Context: an optimization exercise on an open-source flow, tuned for small area. The choices shown serve that exercise and are no tape-out recipe.
Only simulation tests tie the RTL to the original design; equivalence was not proved.
The clock port is modelled as an ideal driver, which makes a skipped or thinned clock tree look cheaper than it is; a real chip needs a root buffer or a tree.
Power and IR drop assume default switching activity.

==> exp/juniper: inputs <==
==> flow/design.v (excerpt) <==
module fifo_wrapper (
    clk,
    reset,
    avalon_address,             
    avalon_write,               
    avalon_read,                
    avalon_writedata,           
    avalon_readdata,            
    avalon_status               
);
parameter WIDTH = 8;
parameter DEPTH = 16;
parameter POINTER_WIDTH = 4;
input clk;
input reset;
input [1:0] avalon_address;
input avalon_write;
input avalon_read;
input [WIDTH-1:0] avalon_writedata;
output [WIDTH-1:0] avalon_readdata;
output [1:0] avalon_status;
wire wr_req_n;
wire full, empty;
wire [DEPTH*WIDTH-1:0] mem_data;
wire [POINTER_WIDTH:0] count;               
wire [WIDTH-1:0] fifo_input_data;
wire [POINTER_WIDTH-1:0] count_n;
wire ctrl_we, ctrl_set;
fifo_csr #(
    .WIDTH(WIDTH),
    .DEPTH(DEPTH),
    .POINTER_WIDTH(POINTER_WIDTH)
) csr_inst (
    .clk(clk),
    .reset(reset),
    .avalon_address(avalon_address),
    .avalon_write(avalon_write),
    .avalon_read(avalon_read),
    .avalon_writedata(avalon_writedata),
    .avalon_readdata(avalon_readdata),
    .full(full),
    .empty(empty),
    .wr_req_n(wr_req_n),
    .ctrl_we(ctrl_we),
  ...
Settings: LEC_CHECK=0, CAP_MARGIN=20, CORE_MARGIN=2, CORE_UTILIZATION=40, PLACE_DENSITY=0.9, SLEW_MARGIN=20, SYNTH_HIERARCHICAL=1, SYNTH_MINIMUM_KEEP_SIZE=0; clock period 5.0 ns.
standard.sh (not shown) runs the stock make flow with config.mk's settings and CLKGATE_MAP_FILE= SYNTH_SCRIPT=/design/flow/synth_recipe.tcl, a recipe that flattens the netlist after the stock synthesis.
==> flow/flow/run.sh <==
#!/bin/bash
# Standard ORFS layout with two changes: port buffers use the smallest
# buffer cell, and the clock tree is a root inverter driving a few leaf
# inverters, each for one cluster of registers (flow/mycts.tcl, run as the
# CTS step's PRE_CTS_TCL hook). ORFS writes each tool's log under
# orfs/logs; make's own output goes to flow_make.log here.
set -euo pipefail
here=$(pwd)
export BUFFER_PORTS_ARGS="-buffer_cell sky130_fd_sc_hd__buf_1"
export PRE_CTS_TCL="$here/flow/mycts.tcl"
export MYCTS_ROOT=sky130_fd_sc_hd__inv_6
export MYCTS_LEAF=sky130_fd_sc_hd__inv_8
export MYCTS_NLEAF=6
export MYCTS_NX=3
bash standard.sh finish > flow_make.log 2>&1
==> flow/flow/mycts.tcl <==
proc outterm { inst } {
  set t [$inst findITerm X]
  if { $t == "NULL" || $t == "" } { set t [$inst findITerm Y] }
  return $t
}

# Manual clock tree: the clock port drives a root buffer (or inverter),
# which drives NLEAF leaf buffers (or inverters: both levels invert, so the
# registers see the clock's polarity), each driving the clock pins of one cluster of
# registers (clusters split by position).  NLEAF 0: root drives all.
proc mycts { root_master leaf_master nleaf {nx 0} } {
  set db [ord::get_db]
  set block [ord::get_db_block]
  set clk [$block findNet clk]
  set sinks {}
  foreach it [$clk getITerms] {
    lappend sinks $it
  }
  # root buffer near the centroid of the sinks
  set sx 0; set sy 0; set n 0
  foreach it $sinks {
    set b [[$it getInst] getBBox]
    set sx [expr {$sx + ([$b xMin] + [$b xMax]) / 2}]
    set sy [expr {$sy + ([$b yMin] + [$b yMax]) / 2}]
    incr n
  }
  set cx [expr {$sx / $n}]; set cy [expr {$sy / $n}]
  set rm [$db findMaster $root_master]
  set root [odb::dbInst_create $block $rm clkbuf_root]
  set rnet [odb::dbNet_create $block clknet_root]
  $rnet setSigType CLOCK
  $root setLocation $cx $cy
  $root setPlacementStatus PLACED
  foreach it $sinks { $it disconnect }
  [$root findITerm A] connect $clk
  [outterm $root] connect $rnet
  if { $nleaf == 0 } {
    foreach it $sinks { $it connect $rnet }
    return
  }
  # split sinks into nleaf groups: sort by x into nx columns, then each by y
  set pts {}
  foreach it $sinks {
    set b [[$it getInst] getBBox]
    lappend pts [list $it [expr {([$b xMin] + [$b xMax]) / 2}] [expr {([$b yMin] + [$b yMax]) / 2}]]
  }
  if { $nx == 0 } { set nx [expr {$nleaf >= 4 ? 2 : 1}] }
  if { $nleaf == 2 && $nx == 0 } { set nx 2 }
  set ny [expr {$nleaf / $nx}]
  set pts [lsort -integer -index 1 $pts]
  set per [expr {int(ceil(double([llength $pts]) / $nx))}]
  set k 0
  for {set i 0} {$i < $nx} {incr i} {
    set col [lrange $pts [expr {$i * $per}] [expr {($i + 1) * $per - 1}]]
    set col [lsort -integer -index 2 $col]
    set per2 [expr {int(ceil(double([llength $col]) / $ny))}]
    for {set j 0} {$j < $ny} {incr j} {
      set grp [lrange $col [expr {$j * $per2}] [expr {($j + 1) * $per2 - 1}]]
      if { [llength $grp] == 0 } { continue }
      set gx 0; set gy 0
      foreach p $grp { set gx [expr {$gx + [lindex $p 1]}]; set gy [expr {$gy + [lindex $p 2]}] }
      set gx [expr {$gx / [llength $grp]}]; set gy [expr {$gy / [llength $grp]}]
      set lm [$db findMaster $leaf_master]
      set leaf [odb::dbInst_create $block $lm clkbuf_leaf_$k]
      set lnet [odb::dbNet_create $block clknet_leaf_$k]
      $lnet setSigType CLOCK
      $leaf setLocation $gx $gy
      $leaf setPlacementStatus PLACED
      [$leaf findITerm A] connect $rnet
      [outterm $leaf] connect $lnet
      foreach p $grp { [lindex $p 0] connect $lnet }
      incr k
    }
  }
}

# Used as ORFS's PRE_CTS_TCL hook: build the tree here and make the
# step's own repair_clock_inverters and clock_tree_synthesis calls no-ops.
mycts $::env(MYCTS_ROOT) $::env(MYCTS_LEAF) $::env(MYCTS_NLEAF) $::env(MYCTS_NX)
proc clock_tree_synthesis { args } {
  puts "clock tree built by flow/mycts.tcl"
}
# cts.tcl calls this right after the hook; it would clone each leaf
# inverter once per register.
proc repair_clock_inverters { args } {
  puts "repair_clock_inverters skipped: flow/mycts.tcl's tree is balanced"
}
==> inputs of exp/quartz, as changes to exp/juniper <==
--- a/flow/design.v
+++ b/flow/design.v
@@ -1,11 +1,10 @@
 module fifo_core (
     clk,
     reset,
     wr_req_n,
-    avalon_read,
-    avalon_address,
+    rd_en,
     input_data,
     mem_data,
     full,
     empty,
     count,
@@ -17,12 +16,11 @@
 parameter WIDTH = 8;
 parameter POINTER_WIDTH = 4;
 input clk;
 input reset;
 input wr_req_n;                           
-input avalon_read;                     
-input [1:0] avalon_address;
+input rd_en;                           
 input [WIDTH-1:0] input_data;
 output [DEPTH*WIDTH-1:0] mem_data;     
 output full;
 output empty;
 output [POINTER_WIDTH:0] count;
@@ -47,12 +45,11 @@
 fifo_nor2  u_n01  (.a(c[0]), .b(c[1]), .y(n01));
 fifo_nor2  u_n23  (.a(c[2]), .b(c[3]), .y(n23));
 fifo_nand3 u_ne   (.a(n01), .b(n23), .c(cn4), .y(nonempty));
 fifo_inv   u_e    (.a(nonempty), .y(empty));
 fifo_nor2  u_push (.a(c[4]), .b(wr_req_n), .y(push));
-fifo_and4b u_pop  (.an(avalon_address[1]), .b(avalon_address[0]), .c(avalon_read),
-                   .d(nonempty), .y(pop));
+fifo_and2  u_pop  (.a(nonempty), .b(rd_en), .y(pop));
 wire nu1, nd1, u2, d2, nu3, nd3, u4, d4;
 wire t0n, t1, t2n, t3, t4n;
 fifo_nand2 u_nu1 (.a(push), .b(c[0]),  .y(nu1));
 fifo_nand2 u_nd1 (.a(pop),  .b(cn[0]), .y(nd1));
 fifo_nor2  u_u2  (.a(nu1),  .b(cn[1]), .y(u2));
@@ -138,15 +135,10 @@
 module fifo_xnor2 (a, b, y);
 input a, b;
 output y;
 assign y = ~(a ^ b);
 endmodule
-module fifo_and4b (an, b, c, d, y);
-input an, b, c, d;
-output y;
-assign y = ~an & b & c & d;
-endmodule
 module fifo_and3 (a, b, c, y);
 input a, b, c;
 output y;
 assign y = a & b & c;
 endmodule
@@ -176,10 +168,11 @@
     full,
     empty,
     count,
     count_n,
     wr_req_n,
+    rd_en,
     ctrl_we,
     control_set,
     fifo_input_data,
     mem_data
 );
@@ -196,18 +189,20 @@
 input full;
 input empty;
 input [POINTER_WIDTH:0] count;
 input [POINTER_WIDTH-1:0] count_n;
 output wr_req_n;                       
+output rd_en;
 output ctrl_we;                     
 input control_set;                  
 output [WIDTH-1:0] fifo_input_data;
 input [DEPTH*WIDTH-1:0] mem_data;
 reg [WIDTH-1:0] control_reg;
 reg [1:0] addr_q;
 fifo_and3 u_cwe (.a(avalon_write), .b(avalon_address[1]), .c(avalon_address[0]), .y(ctrl_we));
 assign wr_req_n = !(avalon_write && (avalon_address == 2'b10));
+assign rd_en = avalon_read && (avalon_address == 2'b01);
 assign fifo_input_data = avalon_writedata;
 always @(posedge clk)
     if (ctrl_we)
         control_reg <= avalon_writedata;
 always @(posedge clk)
@@ -286,11 +281,11 @@
 input avalon_write;
 input avalon_read;
 input [WIDTH-1:0] avalon_writedata;
 output [WIDTH-1:0] avalon_readdata;
 output [1:0] avalon_status;
-wire wr_req_n;
+wire wr_req_n, rd_en;
 wire full, empty;
 wire [DEPTH*WIDTH-1:0] mem_data;
 wire [POINTER_WIDTH:0] count;               
 wire [WIDTH-1:0] fifo_input_data;
 wire [POINTER_WIDTH-1:0] count_n;
@@ -308,10 +303,11 @@
     .avalon_writedata(avalon_writedata),
     .avalon_readdata(avalon_readdata),
     .full(full),
     .empty(empty),
     .wr_req_n(wr_req_n),
+    .rd_en(rd_en),
     .ctrl_we(ctrl_we),
     .control_set(ctrl_set),
     .fifo_input_data(fifo_input_data),
     .mem_data(mem_data),
     .count(count),
@@ -323,12 +319,11 @@
     .POINTER_WIDTH(POINTER_WIDTH)
 ) core_inst (
     .clk(clk),
     .reset(reset),
     .wr_req_n(wr_req_n),
-    .avalon_read(avalon_read),
-    .avalon_address(avalon_address),
+    .rd_en(rd_en),
     .input_data(fifo_input_data),
     .mem_data(mem_data),
     .full(full),
     .empty(empty),
     .count(count),
--- a/flow/flow/run.sh
+++ b/flow/flow/run.sh
@@ -7,9 +7,9 @@
 set -euo pipefail
 here=$(pwd)
 export BUFFER_PORTS_ARGS="-buffer_cell sky130_fd_sc_hd__buf_1"
 export PRE_CTS_TCL="$here/flow/mycts.tcl"
 export MYCTS_ROOT=sky130_fd_sc_hd__inv_6
-export MYCTS_LEAF=sky130_fd_sc_hd__inv_8
-export MYCTS_NLEAF=6
-export MYCTS_NX=3
+export MYCTS_LEAF=sky130_fd_sc_hd__inv_16
+export MYCTS_NLEAF=4
+export MYCTS_NX=2
 bash standard.sh finish > flow_make.log 2>&1
CAP_MARGIN = 0   (was 20)
PLACE_DENSITY = unset   (was 0.9)
SLEW_MARGIN = 0   (was 20)
==> inputs of exp/nickel, as changes to exp/juniper <==
--- a/flow/design.v
+++ b/flow/design.v
@@ -1,36 +1,30 @@
 module fifo_core (
     clk,
     reset,
     wr_req_n,
-    avalon_read,
-    avalon_address,
+    rd_en,
     input_data,
     mem_data,
     full,
     empty,
     count,
-    count_n,
-    ctrl_we,
-    ctrl_set
+    count_n
 );
 parameter DEPTH = 16;
 parameter WIDTH = 8;
 parameter POINTER_WIDTH = 4;
 input clk;
 input reset;
 input wr_req_n;                           
-input avalon_read;                     
-input [1:0] avalon_address;
+input rd_en;                           
 input [WIDTH-1:0] input_data;
 output [DEPTH*WIDTH-1:0] mem_data;     
 output full;
 output empty;
 output [POINTER_WIDTH:0] count;
 output [POINTER_WIDTH-1:0] count_n;    
-input ctrl_we;                         
-output reg ctrl_set;                   
 reg [WIDTH-1:0] mem [DEPTH-1:0];
 reg [POINTER_WIDTH:0] fifo_count;
 wire [POINTER_WIDTH:0] count_next;
 wire [4:0] c = fifo_count;
 wire [3:0] cn;
@@ -47,12 +41,11 @@
 fifo_nor2  u_n01  (.a(c[0]), .b(c[1]), .y(n01));
 fifo_nor2  u_n23  (.a(c[2]), .b(c[3]), .y(n23));
 fifo_nand3 u_ne   (.a(n01), .b(n23), .c(cn4), .y(nonempty));
 fifo_inv   u_e    (.a(nonempty), .y(empty));
 fifo_nor2  u_push (.a(c[4]), .b(wr_req_n), .y(push));
-fifo_and4b u_pop  (.an(avalon_address[1]), .b(avalon_address[0]), .c(avalon_read),
-                   .d(nonempty), .y(pop));
+fifo_and2  u_pop  (.a(nonempty), .b(rd_en), .y(pop));
 wire nu1, nd1, u2, d2, nu3, nd3, u4, d4;
 wire t0n, t1, t2n, t3, t4n;
 fifo_nand2 u_nu1 (.a(push), .b(c[0]),  .y(nu1));
 fifo_nand2 u_nd1 (.a(pop),  .b(cn[0]), .y(nd1));
 fifo_nor2  u_u2  (.a(nu1),  .b(cn[1]), .y(u2));
@@ -83,18 +76,10 @@
     if (reset)
         fifo_count <= 0;
     else
         fifo_count <= count_next;
 end
-wire ctrl_set_next;
-fifo_or2 u_cset (.a(ctrl_set), .b(ctrl_we), .y(ctrl_set_next));
-always @(posedge clk or posedge reset) begin
-    if (reset)
-        ctrl_set <= 1'b0;
-    else
-        ctrl_set <= ctrl_set_next;
-end
 genvar g;
 generate
     for (g = 0; g < DEPTH; g = g + 1) begin : g_mem
         assign mem_data[g*WIDTH +: WIDTH] = mem[g];
     end
@@ -123,30 +108,20 @@
 module fifo_nor2 (a, b, y);
 input a, b;
 output y;
 assign y = ~(a | b);
 endmodule
-module fifo_or2 (a, b, y);
-input a, b;
-output y;
-assign y = a | b;
-endmodule
 module fifo_xor2 (a, b, y);
 input a, b;
 output y;
 assign y = a ^ b;
 endmodule
 module fifo_xnor2 (a, b, y);
 input a, b;
 output y;
 assign y = ~(a ^ b);
 endmodule
-module fifo_and4b (an, b, c, d, y);
-input an, b, c, d;
-output y;
-assign y = ~an & b & c & d;
-endmodule
 module fifo_and3 (a, b, c, y);
 input a, b, c;
 output y;
 assign y = a & b & c;
 endmodule
@@ -176,12 +151,11 @@
     full,
     empty,
     count,
     count_n,
     wr_req_n,
-    ctrl_we,
-    control_set,
+    rd_en,
     fifo_input_data,
     mem_data
 );
 parameter WIDTH = 8;
 parameter DEPTH = 16;
@@ -196,22 +170,29 @@
 input full;
 input empty;
 input [POINTER_WIDTH:0] count;
 input [POINTER_WIDTH-1:0] count_n;
 output wr_req_n;                       
-output ctrl_we;                     
-input control_set;                  
+output rd_en;
 output [WIDTH-1:0] fifo_input_data;
 input [DEPTH*WIDTH-1:0] mem_data;
 reg [WIDTH-1:0] control_reg;
+reg control_set;                    
 reg [1:0] addr_q;
-fifo_and3 u_cwe (.a(avalon_write), .b(avalon_address[1]), .c(avalon_address[0]), .y(ctrl_we));
+wire ctrl_we = avalon_write && (avalon_address == 2'b11);
 assign wr_req_n = !(avalon_write && (avalon_address == 2'b10));
+assign rd_en = avalon_read && (avalon_address == 2'b01);
 assign fifo_input_data = avalon_writedata;
 always @(posedge clk)
     if (ctrl_we)
         control_reg <= avalon_writedata;
+always @(posedge clk or posedge reset) begin
+    if (reset)
+        control_set <= 1'b0;
+    else if (ctrl_we)
+        control_set <= 1'b1;
+end
 always @(posedge clk)
     addr_q <= avalon_address;
 wire [WIDTH-1:0] status = {1'b0, full, empty, count};
 wire csel, ssel, psel, aq0n;
 fifo_and2  u_csel (.a(addr_q[1]), .b(control_set), .y(csel));
@@ -286,17 +267,16 @@
 input avalon_write;
 input avalon_read;
 input [WIDTH-1:0] avalon_writedata;
 output [WIDTH-1:0] avalon_readdata;
 output [1:0] avalon_status;
-wire wr_req_n;
+wire wr_req_n, rd_en;
 wire full, empty;
 wire [DEPTH*WIDTH-1:0] mem_data;
 wire [POINTER_WIDTH:0] count;               
 wire [WIDTH-1:0] fifo_input_data;
 wire [POINTER_WIDTH-1:0] count_n;
-wire ctrl_we, ctrl_set;
 fifo_csr #(
     .WIDTH(WIDTH),
     .DEPTH(DEPTH),
     .POINTER_WIDTH(POINTER_WIDTH)
 ) csr_inst (
@@ -308,12 +288,11 @@
     .avalon_writedata(avalon_writedata),
     .avalon_readdata(avalon_readdata),
     .full(full),
     .empty(empty),
     .wr_req_n(wr_req_n),
-    .ctrl_we(ctrl_we),
-    .control_set(ctrl_set),
+    .rd_en(rd_en),
     .fifo_input_data(fifo_input_data),
     .mem_data(mem_data),
     .count(count),
     .count_n(count_n)
 );
@@ -323,18 +302,15 @@
     .POINTER_WIDTH(POINTER_WIDTH)
 ) core_inst (
     .clk(clk),
     .reset(reset),
     .wr_req_n(wr_req_n),
-    .avalon_read(avalon_read),
-    .avalon_address(avalon_address),
+    .rd_en(rd_en),
     .input_data(fifo_input_data),
     .mem_data(mem_data),
     .full(full),
     .empty(empty),
     .count(count),
-    .count_n(count_n),
-    .ctrl_we(ctrl_we),
-    .ctrl_set(ctrl_set)
+    .count_n(count_n)
 );
 assign avalon_status = {full, empty};
 endmodule
==> flow/flow/run.sh (replaced) <==
#!/bin/bash
# Standard ORFS layout with two changes: port buffers use the smallest
# buffer cell, and the clock tree is a root buffer driving a few leaf
# buffers, each for one cluster of registers (flow/mycts.tcl, run as the
# CTS step's PRE_CTS_TCL hook). ORFS writes each tool's log under
# orfs/logs; make's own output goes to flow_make.log here.
set -euo pipefail
here=$(pwd)
export BUFFER_PORTS_ARGS="-buffer_cell sky130_fd_sc_hd__buf_1"
export PRE_CTS_TCL="$here/flow/mycts.tcl"
export MYCTS_ROOT=sky130_fd_sc_hd__clkbuf_4
export MYCTS_LEAF=sky130_fd_sc_hd__clkbuf_8
export MYCTS_NLEAF=8
export MYCTS_NX=2
bash standard.sh finish > flow_make.log 2>&1
--- a/flow/flow/mycts.tcl
+++ b/flow/flow/mycts.tcl
@@ -1,14 +1,7 @@
-proc outterm { inst } {
-  set t [$inst findITerm X]
-  if { $t == "NULL" || $t == "" } { set t [$inst findITerm Y] }
-  return $t
-}
-
-# Manual clock tree: the clock port drives a root buffer (or inverter),
-# which drives NLEAF leaf buffers (or inverters: both levels invert, so the
-# registers see the clock's polarity), each driving the clock pins of one cluster of
+# Manual clock tree: the clock port drives a root buffer, which drives
+# NLEAF leaf buffers, each driving the clock pins of one cluster of
 # registers (clusters split by position).  NLEAF 0: root drives all.
 proc mycts { root_master leaf_master nleaf {nx 0} } {
   set db [ord::get_db]
   set block [ord::get_db_block]
   set clk [$block findNet clk]
@@ -31,11 +24,11 @@
   $rnet setSigType CLOCK
   $root setLocation $cx $cy
   $root setPlacementStatus PLACED
   foreach it $sinks { $it disconnect }
   [$root findITerm A] connect $clk
-  [outterm $root] connect $rnet
+  [$root findITerm X] connect $rnet
   if { $nleaf == 0 } {
     foreach it $sinks { $it connect $rnet }
     return
   }
   # split sinks into nleaf groups: sort by x into nx columns, then each by y
@@ -65,23 +58,18 @@
       set lnet [odb::dbNet_create $block clknet_leaf_$k]
       $lnet setSigType CLOCK
       $leaf setLocation $gx $gy
       $leaf setPlacementStatus PLACED
       [$leaf findITerm A] connect $rnet
-      [outterm $leaf] connect $lnet
+      [$leaf findITerm X] connect $lnet
       foreach p $grp { [lindex $p 0] connect $lnet }
       incr k
     }
   }
 }
 
 # Used as ORFS's PRE_CTS_TCL hook: build the tree here and make the
-# step's own repair_clock_inverters and clock_tree_synthesis calls no-ops.
+# step's own clock_tree_synthesis call a no-op.
 mycts $::env(MYCTS_ROOT) $::env(MYCTS_LEAF) $::env(MYCTS_NLEAF) $::env(MYCTS_NX)
 proc clock_tree_synthesis { args } {
   puts "clock tree built by flow/mycts.tcl"
 }
-# cts.tcl calls this right after the hook; it would clone each leaf
-# inverter once per register.
-proc repair_clock_inverters { args } {
-  puts "repair_clock_inverters skipped: flow/mycts.tcl's tree is balanced"
-}
PLACE_DENSITY = unset   (was 0.9)
==> comparison <==
- Between exp/nickel and exp/quartz, the lower fmax is in exp/nickel (gap 2.5%, measured against exp/quartz).
- Wire length, highest first: exp/quartz, exp/nickel, exp/juniper.
- Between exp/juniper and exp/nickel, the lower clock power is in exp/juniper (gap about 16%, measured against exp/nickel).
- Via count, lowest first: exp/quartz, exp/nickel, exp/juniper.
- The highest synthesized area belongs to exp/nickel, the lowest to exp/juniper.
- In sequential cell count, exp/quartz and exp/juniper do not differ.
- In combinational power, exp/nickel and exp/juniper hardly differ.
- The highest cell count belongs to exp/nickel, the lowest to exp/quartz.
- Worst setup slack, highest first: exp/juniper, exp/quartz, exp/nickel.
- The lowest die area belongs to exp/juniper, the highest to exp/nickel.
==> figures <==
quantity	exp/quartz	exp/nickel	exp/juniper
Outcome	complete, no violations	complete, no violations	complete, no violations
Via density per instance	5.713	5.708	5.939
Total power per unit cell area	399.4 nW/µm²	404.2 nW/µm²	393.6 nW/µm²
Cell count after placement	466	467	465
Highest clock frequency the design can meet	285.9 MHz	278.6 MHz	294.9 MHz
Layout cell share with drive strength beyond 1	2.676%	4.276%	3.333%
Hold_sp	core_inst.mem[6][3]	-	core_inst.mem[5][3]
Detailed placer's ending HPWL	6737 µm	6414 µm	6557 µm
Wire per inst	20.80 µm	19.82 µm	19.63 µm
Final weighted congestion of routability-driven global placement	0.8181	0.8291	0.8990
Arrival time at the worst endpoint	2.50 ns	2.59 ns	2.39 ns
Via count	2691	2717	2803
Worst Slack Setup Final	1.502 ns	1.411 ns	1.609 ns
Tightest hold margin	0.4575 ns	0.3208 ns	0.4576 ns
Worst hold stages	0	-	0
Worst VDD drop	180.0 µV	144.7 µV	192.2 µV
Sequential cell fraction of total power	67.0%	65.9%	68.2%
Net switching share of the total power	29.28%	26.38%	28.47%
Fillcell total	1104	1106	1082
Detailed-route wire length	9796 µm	9434 µm	9266 µm
Last element of the critical path	avalon_readdata[0]	avalon_readdata[2]	avalon_readdata[3]
No run of this note takes its clock network from TritonCTS; it comes from the design's own scripts or RTL.

[port drivers added, routing unchanged]
The results above use ideal ports. As a check the final layouts listed here were re-extracted and re-timed, cells and wires unchanged. Step 1: set_driving_cell puts a clkbuf_16 on clk and a buf_2 on each other input, an assumption about the parent block. Step 2 also shifts input and output timing later by t, the mid clock arrival at the registers, as if the neighbouring blocks saw the same clock. a / b / c = ideal / step 1 / step 2; a / b = the first two.
| run | t, ns | setup slack, ns | slew at the worst register clock pin (ns) |
|---|---|---|---|
| exp/juniper | 0.265 | 1.609 / 1.564 / 1.828 | 0.11 / 0.11 |
| exp/quartz | 0.286 | 1.502 / 1.458 / 1.744 | 0.11 / 0.11 |
| exp/nickel | 0.503 | 1.411 / 1.383 / 1.886 | 0.11 / 0.11 |
After both steps every run listed still meets setup and hold.
